Background: an optimization exercise with open tools, aiming at small area, a short achievable clock period and few clock cycles per item. Do not read the settings as production practice. Function was checked by simulation only, so behaviour that the tests miss may differ from the original.

Setup of build 56:
==> flow/design.v (excerpt) <==
module mac_acc_unit (
  input               io_ina_valid,
  output              io_ina_ready,
  input      [31:0]   io_ina_payload,
  input               io_inb_valid,
  output              io_inb_ready,
  input      [31:0]   io_inb_payload,
  output              io_out_valid,
  input               io_out_ready,
  output     [31:0]   io_out_payload,
  input               io_acc_enable,
  input      [15:0]   io_par_acc_cnt,
  input               clk,
  input               reset
);
Settings: LEC_CHECK=0, CAP_MARGIN=20, CORE_MARGIN=2, CORE_UTILIZATION=45, PLACE_DENSITY=0.65, SETUP_SLACK_MARGIN=5, SLEW_MARGIN=20, TNS_END_PERCENT=0; clock period 15.0 ns.
standard.sh (not shown) runs the stock make flow with config.mk's settings and CLKGATE_MAP_FILE= SYNTH_SCRIPT=/design/flow/synth_recipe.tcl, a recipe that flattens the netlist after the stock synthesis.
==> flow/flow/run.sh <==
#!/bin/bash
set -euo pipefail
bash standard.sh synth > synth.log 2>&1
bash standard.sh SETUP_SLACK_MARGIN=9 finish > layout.log 2>&1
Build 56: done, clean on timing, DRC and antenna
Testbench counts of build 56, summed over its fixed seeds: cycles 21,435, items 20,434.
Edits applied to the flow inputs when going from build 56 to build 71:
--- a/flow/config.mk
+++ b/flow/config.mk
@@ -10,2 +10,2 @@
-export CORE_UTILIZATION = 45
-export PLACE_DENSITY = 0.65
+export CORE_UTILIZATION = 55
+export PLACE_DENSITY = 0.7
Findings:
Relative to build 56, the setup slack of build 71 is higher by 130 ps.
For the share of the clock period used by the worst path, build 71 came in 0.88 points lower than build 56 did.
In build 71, proportion of cell area occupied by multi-input gates is higher than in build 56.
There was hardly any difference in post-detailed-route DRC marker count between build 56 and build 71.
## Diff of input files: build 78 against build 71
==> flow/flow/run.sh <==
#!/bin/bash
set -euo pipefail
bash standard.sh synth > synth.log 2>&1
bash standard.sh SETUP_SLACK_MARGIN=8 finish > layout.log 2>&1
--- a/flow/config.mk
+++ b/flow/config.mk
@@ -10,2 +10,2 @@
-export CORE_UTILIZATION = 55
-export PLACE_DENSITY = 0.7
+export CORE_UTILIZATION = 60
+export PLACE_DENSITY = 0.75
Results
When build 78 is measured against build 71, its fraction of met2 tracks used by global routing turns out 3.4 points higher.
The sequential share of layout area was comparable across build 71 and build 78.
Going from build 71 to build 78, the number of antenna cells inserted was found to have gone down by 1.

mac_acc_unit, a different RTL version from the one above (not shown whole).
Size in the first run: roughly 5600 cells after synthesis, roughly 250 flip-flops.
Settings: LEC_CHECK=0, CAP_MARGIN=20, CORE_MARGIN=2, CORE_UTILIZATION=45, PLACE_DENSITY=0.6, SETUP_SLACK_MARGIN=5, SLEW_MARGIN=20, TNS_END_PERCENT=0; clock period 15.0 ns.
==> flow/flow/run.sh <==
#!/bin/bash
set -euo pipefail
bash standard.sh synth > synth.log 2>&1
bash standard.sh SETUP_SLACK_MARGIN=9 finish > layout.log 2>&1
Testbench counts at the start, summed over its fixed seeds: cycles 21,435, items 20,434.
Change:
CORE_UTILIZATION = 55   (was 45)
PLACE_DENSITY = 0.7   (was 0.6)
With this change the flow completed, yet does not pass: max-capacitance violations, max-slew violations.
Design area rises by about 0.9%.
Die area falls by about 18%.
Worst setup slack is worse by 0.57 ns.
Sequential cell count does not change.
Clock skew hardly moves.
Maximum frequency falls by about 7%.
Routed wire length rises by 1.1%.
Change:
CORE_UTILIZATION = 50   (was 55)
PLACE_DENSITY = 0.65   (was 0.7)
This time the run finished clean. Synthesized cell count is unchanged. Final cell count is about the same. Core utilization goes down by 8.0 points.
Change:
PLACE_DENSITY = 0.6   (was 0.65)
After rerunning: The new run ran to the end with no violations; global-route usage went down by 0.22 points; hold slack degrades by 0.048 ns; wire length went up by 1.2%.

lagoon:
mac_acc_unit, a different RTL version from the one above (not shown whole).
Size: about 5500 cells after synthesis, roughly 290 flip-flops, ~120 I/O pins.
==> flow/config.mk <==
export PLATFORM = sky130hd
export DESIGN_NAME = mac_acc_unit
export DESIGN_NICKNAME = mac_acc_unit
export VERILOG_FILES = /design/flow/design.v
export SDC_FILE = /design/flow/constraint.sdc
export NUM_CORES = 4
export LEC_CHECK = 0
export CAP_MARGIN = 20
export CORE_MARGIN = 2
export CORE_UTILIZATION = 55
export PLACE_DENSITY = 0.7
export SETUP_SLACK_MARGIN = 5
export SLEW_MARGIN = 20
==> flow/constraint.sdc <==
create_clock -name core_clock -period 15.0 [get_ports {clk}]
set_input_delay 3.0000 -clock core_clock [delete_from_list [all_inputs] [get_ports {clk}]]
set_output_delay 3.0000 -clock core_clock [all_outputs]
set_load 0.01 [all_outputs]
==> flow/flow/run.sh <==
#!/bin/bash
set -euo pipefail
bash standard.sh synth > synth.log 2>&1
bash standard.sh SETUP_SLACK_MARGIN=8 finish > layout.log 2>&1
lagoon closes out successfully: all stages finished, all timing, DRC and antenna checks passed.
Testbench counts of lagoon, summed over its fixed seeds: cycles 21,443, items 20,434.
Here is what was changed in the inputs of sierra compared with lagoon.
==> flow/run.sh (new file) <==
#!/bin/bash
# synth_recipe.tcl (not shown) runs the flow's synth.tcl, then flattens the netlist and writes it again
# the make line also repeats each setting of config.mk as NAME=value (left out here)
make -C /OpenROAD-flow-scripts/flow DESIGN_CONFIG=/design/flow/config.mk WORK_HOME=/design/flow/orfs CLKGATE_MAP_FILE= SYNTH_SCRIPT=/design/flow/synth_recipe.tcl finish
removed: flow/flow/run.sh
removed: flow/standard.sh
==> comparison <==
- Every stage of the flow completed for sierra, and the final layout passed the timing, DRC and antenna checks.
- Diff sierra..lagoon | area fraction in and, or, nand and nor cells after synthesis | unchanged
- Relative to lagoon, required time at the worst-slack endpoint has decreased by 0.02 ns in sierra.
- In sierra, core utilization of the finished layout is lower than in lagoon.
- Sort sierra and lagoon by average wire per standard cell, ascending, and lagoon comes first.
- Taking lagoon over sierra, the post-cts repair resize count ratio works out to 2.4.
- On sierra: area overhead of the layout relative to synthesis is 12 points lower than what lagoon gave.
- lagoon → sierra: count of clock-net buffers in the final layout moved down; worst setup margin lower; maximum frequency fell 0.86%; post-layout instance area lower.

## port drivers added, routing unchanged
The results above use ideal ports. As a check the final layouts listed here were re-extracted and re-timed, cells and wires unchanged.
Step 1 sets driving cells, clkbuf_16 on the clock port and buf_2 on the other inputs (assumed; they add their load-dependent delay and slew).
Step 2 also shifts input and output timing later by t, the mid clock arrival at the registers, as if the neighbouring blocks saw the same clock.
Three values: ideal, step 1, step 2; two values: the first two.
| run | t, ns | setup WS [ns] | hold slack, ns | worst setup path after step 2 | slew at the worst register clock pin (ns) |
|---|---|---|---|---|---|
| build 56 | 0.656 | 7.428 / 7.428 / 7.428 | 0.500 / 0.500 / 0.500 | register to register | 0.07 / 0.07 |
| build 71 | 0.669 | 7.560 / 7.560 / 7.560 | 0.474 / 0.474 / 0.474 | register to register | 0.08 / 0.08 |
| build 78 | 0.619 | 7.354 / 7.354 / 7.354 | 0.475 / 0.475 / 0.475 | register to register | 0.07 / 0.07 |
| the first run of note 2 | 0.664 | 7.866 / 7.866 / 7.866 | 0.483 / 0.483 / 0.483 | register to register | 0.07 / 0.07 |
| the second run of note 2 | 0.667 | 7.297 / 7.297 / 7.297 | 0.475 / 0.475 / 0.475 | register to register | 0.07 / 0.07 |
| the third run of note 2 | 0.708 | 7.756 / 7.756 / 7.756 | 0.529 / 0.529 / 0.529 | register to register | 0.07 / 0.07 |
| the fourth run of note 2 | 0.691 | 7.877 / 7.877 / 7.877 | 0.482 / 0.482 / 0.482 | register to register | 0.08 / 0.08 |
| lagoon | 0.657 | 4.752 / 4.752 / 4.752 | 0.420 / 0.420 / 0.420 | register to register | 0.07 / 0.07 |
| sierra | 0.627 | 4.663 / 4.663 / 4.663 | 0.405 / 0.405 / 0.405 | register to register | 0.07 / 0.07 |
